Background: an optimization exercise with open tools, aiming at small area and a short achievable clock period. Do not read the settings as production practice. In this exercise RTL edits were held to simulation tests only and were not proved equivalent to the original. No activity file was given, so power comes from the tool's default toggle rates.

==> flow/design.v (outline; a module is shown in full before it is edited, if it fits) <==
// module ALU: 3007 lines
// module fadd: 4 lines
// module hadd: 4 lines
module ALU(clk_fake, opCode, inA, inB, dataOut);
  // ...
==> flow/flow/run.sh <==
#!/bin/bash
# The standard layout (the standard.sh, ORFS synthesis to finish), except that the
# port buffers are sky130_fd_sc_hd__buf_1 instead of the slow delay cell ORFS picks.
# Every port still gets its own buffer.  The full tool output goes to standard.log.
set -o pipefail
bash standard.sh "BUFFER_PORTS_ARGS=-buffer_cell sky130_fd_sc_hd__buf_1" finish > standard.log 2>&1
==> flow/standard.sh <==
#!/bin/bash
# synth_recipe.tcl (not shown) runs the flow's synth.tcl, then flattens the netlist and writes it again
# the make line also repeats each setting of config.mk as NAME=value (left out here)
make -C /OpenROAD-flow-scripts/flow DESIGN_CONFIG=/design/flow/config.mk WORK_HOME=/design/flow/orfs CLKGATE_MAP_FILE= SYNTH_SCRIPT=/design/flow/synth_recipe.tcl "${@:-finish}"
==> flow/config.mk <==
export PLATFORM = sky130hd
export DESIGN_NAME = ALU
export DESIGN_NICKNAME = ALU
export VERILOG_FILES = /design/flow/design.v
export SDC_FILE = /design/flow/constraint.sdc
export NUM_CORES = 4
export LEC_CHECK = 0
export CAP_MARGIN = 20
export CORE_MARGIN = 2
export CORE_UTILIZATION = 55
export PLACE_DENSITY = 0.7
export SETUP_SLACK_MARGIN = 5
export SLEW_MARGIN = 20
export SYNTH_HIERARCHICAL = 1
export TNS_END_PERCENT = 0
==> flow/constraint.sdc <==
create_clock -name core_clock -period 9.5 [get_ports {clk_fake}]
set_input_delay 1.9000 -clock core_clock [delete_from_list [all_inputs] [get_ports {clk_fake}]]
set_output_delay 1.9000 -clock core_clock [all_outputs]
set_load 0.01 [all_outputs]
==> impl_metrics.csv, run 1 <==
group,metric,value,unit
synthesis,synth.area.top_cells,"fa_1 37%, dfxtp_1 11%, nand2_1 10%",
synthesis,synth_fp_nets,6159,
worst_setup_path,critical-path-max-stage-delay,770,ps
sta,setup_tns,0,ps
worst_setup_path,critPathRequiredTime,9720,ps
cells_and_area,multi_input_area_share,68.2,%
routing,wl,168000,um
cells_and_area,multi_input_gates,3929,
cts,clock_latency,630,ps
sta,fin_crit,4720,ps
cts,htree_levels,2,
power,p_sw,4.88,mW
cts,clk_path_buf_depth,3,
power,clock_power,2.00,mW
power,pg_comb,6.55,mW
floorplanning,tapCellCount,1050,
floorplanning,pin_count,391,
synthesis,synth_top_area_cell,"fa_1",
synthesis,synthXorXnorAreaFrac,4.71,%
worst_setup_path,cp_num_buf_inv,4,
worst_setup_path,regToRegStartpoint,"mr1_9_0$_DFF_P_",
cts,cts.clk_slew.worst_paths,60,ps
status,status,"timing/DRC/antenna clean",
cells_and_area,clock_buffers,57,
sta,tightest_slew,1280,ps
cts,cts_tree,"yes",
synthesis,synth_common_cells,"1232 x nand2_1, 812 x fa_1, 408 x a21oi_1",
synthesis,synth.avg_cell_area,9.03,sq um
synthesis,synth_compound_area_share,13.0,%
worst_setup_path,crit_fanout,62,
power,seq_power,2.44,mW
place,io_buffers,390,
synthesis,yosys.area.top_type_share,36.7,%
worst_setup_path,worstPathCellList,"clkbuf_4 > buf_4 > inv_2 > buf_4 > nand2_1 > o21ai_0",
routing,wl_per_cell,27.1,um
routing,wl_met3,23600,um
cells_and_area,mostFrequentLayoutCells,"1220 x nand2_1, 811 x fa_1, 403 x a21oi_1",
cts,numCtsBuffers,47,
power,internal_power,6.11,mW
worst_hold_path,worst_hold_path.endpoint,"dataOut[94]$_DFFE_PP_",
cells_and_area,buf_share,6.57,%
worst_hold_path,hold_start,"mr2_30_1$_DFF_P_",
sta,fmax,212,MHz
cells_and_area,multiInputGateArea,0.0336,sq mm
==> run 2, diff against run 1 <==
--- a/flow/design.v
+++ b/flow/design.v
@@ -2987,19 +2987,45 @@
     wire [15:0] bh = op_imm ? inB[15:0] : inB[32*g+16 +: 16];
     wire [15:0] xl = op_mul ? ms[g][15:0]  : (al ^ {16{op_sub}});
     wire [15:0] xh = op_mul ? ms[g][31:16] : (ah ^ {16{op_sub}});
     wire [15:0] yl = op_mul ? mc[g][15:0]  : bl;
     wire [15:0] yh = op_mul ? mc[g][31:16] : bh;
     wire [16:0] mlo = {1'b0, ms[g][15:0]} + {1'b0, mc[g][15:0]};
     wire ch = op_mul ? mlo[16] : op_sub;
     assign prod[32*g +: 32] = sum[32*g +: 32];
-    wire [16:0] sl = {xl, op_sub} + {yl, op_sub};
-    wire [16:0] sh = {xh, ch} + {yh, ch};
-    assign sum[32*g +: 32] = {sh[16:1], sl[16:1]};
+    wire [15:0] pl = xl ^ yl, gl = xl & yl;
+    wire [16:0] Gl0 = {gl, op_sub};
+    wire [16:0] Pl0 = {pl, 1'b0};
+    wire [16:0] Gl1 = {Gl0[16], Gl0[15] | (Pl0[15] & Gl0[14]), Gl0[14], Gl0[13] | (Pl0[13] & Gl0[12]), Gl0[12], Gl0[11] | (Pl0[11] & Gl0[10]), Gl0[10], Gl0[9] | (Pl0[9] & Gl0[8]), Gl0[8], Gl0[7] | (Pl0[7] & Gl0[6]), Gl0[6], Gl0[5] | (Pl0[5] & Gl0[4]), Gl0[4], Gl0[3] | (Pl0[3] & Gl0[2]), Gl0[2], Gl0[1] | (Pl0[1] & Gl0[0]), Gl0[0]};
+    wire [16:0] Pl1 = {Pl0[16], Pl0[15] & Pl0[14], Pl0[14], Pl0[13] & Pl0[12], Pl0[12], Pl0[11] & Pl0[10], Pl0[10], Pl0[9] & Pl0[8], Pl0[8], Pl0[7] & Pl0[6], Pl0[6], Pl0[5] & Pl0[4], Pl0[4], Pl0[3] & Pl0[2], Pl0[2], Pl0[1] & Pl0[0], Pl0[0]};
+    wire [16:0] Gl2 = {Gl1[16], Gl1[15] | (Pl1[15] & Gl1[13]), Gl1[14] | (Pl1[14] & Gl1[13]), Gl1[13], Gl1[12], Gl1[11] | (Pl1[11] & Gl1[9]), Gl1[10] | (Pl1[10] & Gl1[9]), Gl1[9], Gl1[8], Gl1[7] | (Pl1[7] & Gl1[5]), Gl1[6] | (Pl1[6] & Gl1[5]), Gl1[5], Gl1[4], Gl1[3] | (Pl1[3] & Gl1[1]), Gl1[2] | (Pl1[2] & Gl1[1]), Gl1[1], Gl1[0]};
+    wire [16:0] Pl2 = {Pl1[16], Pl1[15] & Pl1[13], Pl1[14] & Pl1[13], Pl1[13], Pl1[12], Pl1[11] & Pl1[9], Pl1[10] & Pl1[9], Pl1[9], Pl1[8], Pl1[7] & Pl1[5], Pl1[6] & Pl1[5], Pl1[5], Pl1[4], Pl1[3] & Pl1[1], Pl1[2] & Pl1[1], Pl1[1], Pl1[0]};
+    wire [16:0] Gl3 = {Gl2[16], Gl2[15] | (Pl2[15] & Gl2[11]), Gl2[14] | (Pl2[14] & Gl2[11]), Gl2[13] | (Pl2[13] & Gl2[11]), Gl2[12] | (Pl2[12] & Gl2[11]), Gl2[11], Gl2[10], Gl2[9], Gl2[8], Gl2[7] | (Pl2[7] & Gl2[3]), Gl2[6] | (Pl2[6] & Gl2[3]), Gl2[5] | (Pl2[5] & Gl2[3]), Gl2[4] | (Pl2[4] & Gl2[3]), Gl2[3], Gl2[2], Gl2[1], Gl2[0]};
+    wire [16:0] Pl3 = {Pl2[16], Pl2[15] & Pl2[11], Pl2[14] & Pl2[11], Pl2[13] & Pl2[11], Pl2[12] & Pl2[11], Pl2[11], Pl2[10], Pl2[9], Pl2[8], Pl2[7] & Pl2[3], Pl2[6] & Pl2[3], Pl2[5] & Pl2[3], Pl2[4] & Pl2[3], Pl2[3], Pl2[2], Pl2[1], Pl2[0]};
+    wire [16:0] Gl4 = {Gl3[16], Gl3[15] | (Pl3[15] & Gl3[7]), Gl3[14] | (Pl3[14] & Gl3[7]), Gl3[13] | (Pl3[13] & Gl3[7]), Gl3[12] | (Pl3[12] & Gl3[7]), Gl3[11] | (Pl3[11] & Gl3[7]), Gl3[10] | (Pl3[10] & Gl3[7]), Gl3[9] | (Pl3[9] & Gl3[7]), Gl3[8] | (Pl3[8] & Gl3[7]), Gl3[7], Gl3[6], Gl3[5], Gl3[4], Gl3[3], Gl3[2], Gl3[1], Gl3[0]};
+    wire [16:0] Pl4 = {Pl3[16], Pl3[15] & Pl3[7], Pl3[14] & Pl3[7], Pl3[13] & Pl3[7], Pl3[12] & Pl3[7], Pl3[11] & Pl3[7], Pl3[10] & Pl3[7], Pl3[9] & Pl3[7], Pl3[8] & Pl3[7], Pl3[7], Pl3[6], Pl3[5], Pl3[4], Pl3[3], Pl3[2], Pl3[1], Pl3[0]};
+    wire [16:0] Gl5 = {Gl4[16] | (Pl4[16] & Gl4[15]), Gl4[15], Gl4[14], Gl4[13], Gl4[12], Gl4[11], Gl4[10], Gl4[9], Gl4[8], Gl4[7], Gl4[6], Gl4[5], Gl4[4], Gl4[3], Gl4[2], Gl4[1], Gl4[0]};
+    wire [16:0] Pl5 = {Pl4[16] & Pl4[15], Pl4[15], Pl4[14], Pl4[13], Pl4[12], Pl4[11], Pl4[10], Pl4[9], Pl4[8], Pl4[7], Pl4[6], Pl4[5], Pl4[4], Pl4[3], Pl4[2], Pl4[1], Pl4[0]};
+    wire [15:0] sl = pl ^ Gl5[15:0];
+    wire [15:0] ph = xh ^ yh, gh = xh & yh;
+    wire [16:0] Gh0 = {gh, ch};
+    wire [16:0] Ph0 = {ph, 1'b0};
+    wire [16:0] Gh1 = {Gh0[16], Gh0[15] | (Ph0[15] & Gh0[14]), Gh0[14], Gh0[13] | (Ph0[13] & Gh0[12]), Gh0[12], Gh0[11] | (Ph0[11] & Gh0[10]), Gh0[10], Gh0[9] | (Ph0[9] & Gh0[8]), Gh0[8], Gh0[7] | (Ph0[7] & Gh0[6]), Gh0[6], Gh0[5] | (Ph0[5] & Gh0[4]), Gh0[4], Gh0[3] | (Ph0[3] & Gh0[2]), Gh0[2], Gh0[1] | (Ph0[1] & Gh0[0]), Gh0[0]};
+    wire [16:0] Ph1 = {Ph0[16], Ph0[15] & Ph0[14], Ph0[14], Ph0[13] & Ph0[12], Ph0[12], Ph0[11] & Ph0[10], Ph0[10], Ph0[9] & Ph0[8], Ph0[8], Ph0[7] & Ph0[6], Ph0[6], Ph0[5] & Ph0[4], Ph0[4], Ph0[3] & Ph0[2], Ph0[2], Ph0[1] & Ph0[0], Ph0[0]};
+    wire [16:0] Gh2 = {Gh1[16], Gh1[15] | (Ph1[15] & Gh1[13]), Gh1[14] | (Ph1[14] & Gh1[13]), Gh1[13], Gh1[12], Gh1[11] | (Ph1[11] & Gh1[9]), Gh1[10] | (Ph1[10] & Gh1[9]), Gh1[9], Gh1[8], Gh1[7] | (Ph1[7] & Gh1[5]), Gh1[6] | (Ph1[6] & Gh1[5]), Gh1[5], Gh1[4], Gh1[3] | (Ph1[3] & Gh1[1]), Gh1[2] | (Ph1[2] & Gh1[1]), Gh1[1], Gh1[0]};
+    wire [16:0] Ph2 = {Ph1[16], Ph1[15] & Ph1[13], Ph1[14] & Ph1[13], Ph1[13], Ph1[12], Ph1[11] & Ph1[9], Ph1[10] & Ph1[9], Ph1[9], Ph1[8], Ph1[7] & Ph1[5], Ph1[6] & Ph1[5], Ph1[5], Ph1[4], Ph1[3] & Ph1[1], Ph1[2] & Ph1[1], Ph1[1], Ph1[0]};
+    wire [16:0] Gh3 = {Gh2[16], Gh2[15] | (Ph2[15] & Gh2[11]), Gh2[14] | (Ph2[14] & Gh2[11]), Gh2[13] | (Ph2[13] & Gh2[11]), Gh2[12] | (Ph2[12] & Gh2[11]), Gh2[11], Gh2[10], Gh2[9], Gh2[8], Gh2[7] | (Ph2[7] & Gh2[3]), Gh2[6] | (Ph2[6] & Gh2[3]), Gh2[5] | (Ph2[5] & Gh2[3]), Gh2[4] | (Ph2[4] & Gh2[3]), Gh2[3], Gh2[2], Gh2[1], Gh2[0]};
+    wire [16:0] Ph3 = {Ph2[16], Ph2[15] & Ph2[11], Ph2[14] & Ph2[11], Ph2[13] & Ph2[11], Ph2[12] & Ph2[11], Ph2[11], Ph2[10], Ph2[9], Ph2[8], Ph2[7] & Ph2[3], Ph2[6] & Ph2[3], Ph2[5] & Ph2[3], Ph2[4] & Ph2[3], Ph2[3], Ph2[2], Ph2[1], Ph2[0]};
+    wire [16:0] Gh4 = {Gh3[16], Gh3[15] | (Ph3[15] & Gh3[7]), Gh3[14] | (Ph3[14] & Gh3[7]), Gh3[13] | (Ph3[13] & Gh3[7]), Gh3[12] | (Ph3[12] & Gh3[7]), Gh3[11] | (Ph3[11] & Gh3[7]), Gh3[10] | (Ph3[10] & Gh3[7]), Gh3[9] | (Ph3[9] & Gh3[7]), Gh3[8] | (Ph3[8] & Gh3[7]), Gh3[7], Gh3[6], Gh3[5], Gh3[4], Gh3[3], Gh3[2], Gh3[1], Gh3[0]};
+    wire [16:0] Ph4 = {Ph3[16], Ph3[15] & Ph3[7], Ph3[14] & Ph3[7], Ph3[13] & Ph3[7], Ph3[12] & Ph3[7], Ph3[11] & Ph3[7], Ph3[10] & Ph3[7], Ph3[9] & Ph3[7], Ph3[8] & Ph3[7], Ph3[7], Ph3[6], Ph3[5], Ph3[4], Ph3[3], Ph3[2], Ph3[1], Ph3[0]};
+    wire [16:0] Gh5 = {Gh4[16] | (Ph4[16] & Gh4[15]), Gh4[15], Gh4[14], Gh4[13], Gh4[12], Gh4[11], Gh4[10], Gh4[9], Gh4[8], Gh4[7], Gh4[6], Gh4[5], Gh4[4], Gh4[3], Gh4[2], Gh4[1], Gh4[0]};
+    wire [16:0] Ph5 = {Ph4[16] & Ph4[15], Ph4[15], Ph4[14], Ph4[13], Ph4[12], Ph4[11], Ph4[10], Ph4[9], Ph4[8], Ph4[7], Ph4[6], Ph4[5], Ph4[4], Ph4[3], Ph4[2], Ph4[1], Ph4[0]};
+    wire [15:0] sh = ph ^ Gh5[15:0];
+    assign sum[32*g +: 32] = {sh, sl};
   end endgenerate
   wire [127:0] ld = opCode[1] ? {4{inB[31:0]}} : {4{16'h0000, inB[15:0]}};
   wire [127:0] lg = opCode[1] ? (inA & inB) : (inA | inB);
   wire [127:0] res = ~opCode[2] ? ld : ~opCode[4] ? sum : ~opCode[3] ? prod : lg;
   wire valid = (opCode == 6'd0) || (opCode == 6'd2) || (opCode == 6'd4) ||
                (opCode == 6'd6) || (opCode == 6'd12) || (opCode == 6'd20) ||
                (opCode == 6'd28) || (opCode == 6'd30);
   always_ff @(posedge clk_fake)
==> flow/flow/run.sh (replaced) <==
#!/bin/bash
# The standard layout (the standard.sh, ORFS synthesis to finish), except that the
# port buffers are sky130_fd_sc_hd__buf_2 instead of the slow delay cell ORFS picks.
# Every port still gets its own buffer.  The full tool output goes to standard.log.
set -o pipefail
bash standard.sh "BUFFER_PORTS_ARGS=-buffer_cell sky130_fd_sc_hd__buf_2" finish > standard.log 2>&1
==> flow/config.mk (replaced) <==
export PLATFORM = sky130hd
export DESIGN_NAME = ALU
export DESIGN_NICKNAME = ALU
export VERILOG_FILES = /design/flow/design.v
export SDC_FILE = /design/flow/constraint.sdc
export NUM_CORES = 4
export LEC_CHECK = 0
export CAP_MARGIN = 30
export CORE_MARGIN = 2
export CORE_UTILIZATION = 55
export CTS_CLUSTER_DIAMETER = 90
export CTS_CLUSTER_SIZE = 40
export PLACE_DENSITY = 0.7
export SETUP_SLACK_MARGIN = 5
export SLEW_MARGIN = 20
export SYNTH_HIERARCHICAL = 1
export TNS_END_PERCENT = 0
==> run 2 against run 1 <==
Maximum frequency rose by 2.6%. Largest cell class unchanged. Via count fell by 5.0%. First-iteration DRC count fell by 6.3%. Critical endpoint is now mr1_21_0$_DFF_P_. Die area fell by 1.4%. Combinational power fell by 11%. Largest power group unchanged. Register-to-register slack improved by 60 ps.
==> impl_metrics.csv, run 2 <==
group,metric,value,unit
floorplanning,dieHeight,286,um
cts,cts_tree,"yes",
global_routing,grt_usage,39.3,%
cells_and_area,mostFrequentLayoutCells,"1174 x nand2_1, 835 x fa_1, 385 x a21oi_1",
cells_and_area,n_fill_cell,6743,
routing,final_antenna_net_count,0,
global_routing,grt_pass1_vias,38411,
power,power_frac_seq,25.1,%
place,place_hpwl,112000,um
synthesis,syn_area,0.0436,sq mm
sta,period_share,48.4,%
place,dp_slack,3120,ps
worst_setup_path,crit_fanout,18,
cts,root_buffer,"clkbuf_16",
floorplanning,core,0.0787,sq mm
worst_hold_path,hold_path_class,"reg2reg",
synthesis,synth-seq-area-share,19.8,%
sta,fin_ws,4900,ps
worst_setup_path,regToRegStartpoint,"mr0_8_0$_DFF_P_",
routing,wl_met1,56600,um
worst_setup_path,crit_end,"mr1_21_0$_DFF_P_",
cts,numCtsBuffers,29,
cells_and_area,largest_reg_flops,128,
global_routing,grt-ovfl-total,0,
routing,wl,161000,um
cells_and_area,finalNetCount,6101,
worst_hold_path,hold_start,"mr0_30_1$_DFF_P_",
power,p_sw_share,44.4,%
routing,wl_per_cell,27.2,um
synthesis,synth_top_area_cell,"fa_1",
power,pwr-share-comb,60.1,%
cts,clock_latency,640,ps
routing,vias,37294,
worst_setup_path,slowest_stage,"fa_1",
sta,skew,21.8,ps
sta,relSlewSlack,24.3,%
synthesis,synthFlopType,"dfxtp_1",
power,power.share.clock,14.8,%
floorplanning,die_area,0.0816,sq mm
synthesis,synthArstFlopShare,0,%
place,io_buffers,390,
power,internal_power,5.37,mW
routing,drtIter0Drc,4464,
place,placed_area,0.0457,sq mm
sta,setup_tns,0,ps
cts,cts.clk_slew.worst_paths,90,ps
sta,hold_viol_final,0,
worst_setup_path,critical_path_arrival,5120,ps
worst_setup_path,cp-start-kind,"input port",
cts,clk_path_buf_depth,3,
global_routing,antenna_found_initial,9,
synthesis,synth_edf_count,128,
cts,clkSinkCount,368,
floorplanning,die_x,286,um
power,power_density,202,mW/mm^2
synthesis,synthCells,4749,
floorplanning,pin_count,391,
synthesis,synth.area.top_cells,"fa_1 38%, dfxtp_1 11%, nand2_1 10%",
synthesis,synth_common_cells,"1190 x nand2_1, 836 x fa_1, 389 x a21oi_1",
sta,whs,972,ps
routing,drt-pass1-iter-count,6,
global_routing,grt_max_degree,129,
worst_setup_path,end_kind,"register",
cells_and_area,top_register,"dataOut",
synthesis,yosysUniqueCellTypes,66,
routing,drc,0,
worst_setup_path,crit_top_cell,"fa_1",
worst_setup_path,worstSetupPathType,"in2reg",
cells_and_area,drive_above_1_share,11.5,%
power,peakVddDrop,0.157,mV
power,power.leakage,19.1,nW
synthesis,yosysMostFrequentCell,"nand2_1",
worst_setup_path,critPathRequiredTime,10020,ps
worst_setup_path,cp_num_buf_inv,1,
routing,viasPerCell,6.32,
synthesis,yosys.area.top_type_share,38.4,%
worst_setup_path,reg2reg_depth,24,
routing,wl_met3,24600,um
worst_setup_path,rrSetupSlack,5090,ps
floorplanning,num_rows,103,
cells_and_area,layout_commonest_cell,"nand2_1",
synthesis,synth.avg_cell_area,9.19,sq um
synthesis,synth_fp_nets,6028,
worst_setup_path,cp_top_family,"adder cells",
routing,route.met2.wl,68700,um
routing,highest_layer,"met5",
worst_setup_path,critical-path-max-stage-delay,520,ps
cells_and_area,syn_to_final_growth,9.64,%
worst_setup_path,critPathLaunch,"inA[46]",
sta,rsz0062_at_grt,"true",
sta,setup_violations,0,
run,cap_violations,0,
cts,htree_levels,1,
sta,slew_violations,0,
cells_and_area,design_area,0.0478,sq mm
sta,tightest_slew,1130,ps
worst_setup_path,r2r_end,"dataOut[24]$_DFFE_PP_",
place,place_congestion,0.969,
sta,fmax,217,MHz
global_routing,grt_pass1_wl,238000,um
sta,fin_crit,4600,ps
status,status,"timing/DRC/antenna clean",
worst_setup_path,crit_cells,8,
synthesis,yosysWarningCount,7,
worst_setup_path,worstPathCellList,"buf_2 > nand2_1 > fa_1 > fa_1 > fa_1 > fa_1 > fa_1 > fa_1",
floorplanning,initial_core_util,55.4,%
synthesis,synth-seq-cells,368,
power,p_sw,4.29,mW
[run 2: layer usage]
metal	vias up	global-route usage, %
li1	15390	-
met1	18343	50.5
met2	2960	57.8
met3	589	14.1
met4	12	22.5
met5	-	0
[run 2: power groups by stage]
stage / Sequential [mW] / Combinational, mW / Clock, mW
after floorplan: 2.39 / 3.98 / 0
after global placement: 2.45 / 5.49 / 0
after detailed placement: 2.45 / 5.59 / 0
after CTS: 2.42 / 5.68 / 1.44
after global routing: 2.46 / 6.50 / 1.49
final: 2.42 / 5.81 / 1.43
[run 2: timing repair]
| item | 4_1_cts | 5_1_grt |
|---|---|---|
| gates resized for setup | 70 | 67 |
| hold endpoints to repair | 0 | 0 |
| gates cloned | 9 | 4 |
| buffers inserted | 1 | 12 |
| hold buffers | 0 | 0 |
| endpoints found under the setup margin | 135 | 94 |
| pin swaps | 3 | 11 |
[run 2: final cells by class]
class                           instances  area [sq um]  share of cell area, %
Antenna cell                            5          12.5                 0.0262
Clock buffer                           30           729                   1.53
Clock inverter                         23           353                  0.738
Inverter                              217           841                   1.76
Multi-Input combinational cell       3764         32900                   68.8
Sequential cell                       368          8650                   18.1
Tap cell                             1050          1310                   2.75
Timing Repair Buffer                  442          3010                   6.30
[run 2: per-stage QoR]
step,cells,utilization (%),total power [mW]
after floorplan,4749,-,6.37
after global placement,5812,58.0,7.93
after detailed placement,5815,58.0,8.04
after CTS,5878,60.2,9.54
after global routing,5894,60.7,10.5
final,5899,60.7,9.66
[run 2: logic make-up after synthesis]
kind of cell / after synthesis / share of synthesized area, %
buf+inv: 617 / 5.35
compound gates: 903 / 12.1
fa+ha+maj: 1027 / 43.8
simple gates: 1605 / 14.3
xor+xnor: 221 / 4.44
flops: 368 / 19.8
mux: 8 / 0.204
[run 2: worst min-delay path by stage]
stage | endpoint | depth (start not counted) | slack [ps]
after floorplan | dataOut[0]$_DFFE_PP_ | 4 | 840
final | dataOut[30]$_DFFE_PP_ | 4 | 970
after global routing | dataOut[126]$_DFFE_PP_ | 4 | 1050
after CTS | dataOut[30]$_DFFE_PP_ | 4 | 960
after detailed placement | dataOut[30]$_DFFE_PP_ | 4 | 930
after global placement | dataOut[30]$_DFFE_PP_ | 4 | 920
[run 2: per-module statistics from Yosys, one instance, submodules excluded]
module,cells,times used,cell area [sq um]
ALU,3945,1,27500
fadd,1,804,20.0
[run 2: tightest hold or removal path: stages, from the launching register on]
cell	delay, ps
dfxtp_1	310
a21oi_1	140
ha_1	190
xor2_1	80
o21ai_1	130

[what the ideal ports hide]
How much do the figures lean on ideal ports? The routed layouts below were timed once more, with nothing changed but the port constraints.
Step 1 (the two cells are an assumption about what drives the block):
set clk [get_ports {clk_fake}]
set_driving_cell -lib_cell sky130_fd_sc_hd__clkbuf_16 $clk
set_driving_cell -lib_cell sky130_fd_sc_hd__buf_2 [delete_from_list [all_inputs] $clk]
Step 2 also shifts input and output timing later by t, the mid clock arrival at the registers, as if the neighbouring blocks saw the same clock.
Slacks: ideal / step 1 / step 2; pairs: ideal / step 1.
run	t (ns)	slack for setup (ns)	clock arrival spread, ns	worst data-port slew with drivers (ns)
run 1	0.688	4.777 / 4.736 / 4.048	0.038 / 0.037	0.31
run 2	0.706	4.898 / 4.744 / 4.037	0.027 / 0.027	0.32
After both steps setup and hold are still met in every run listed. The setup slack of run 2, which loses most, moves by -0.154 ns with the drivers and by -0.861 ns with both steps.
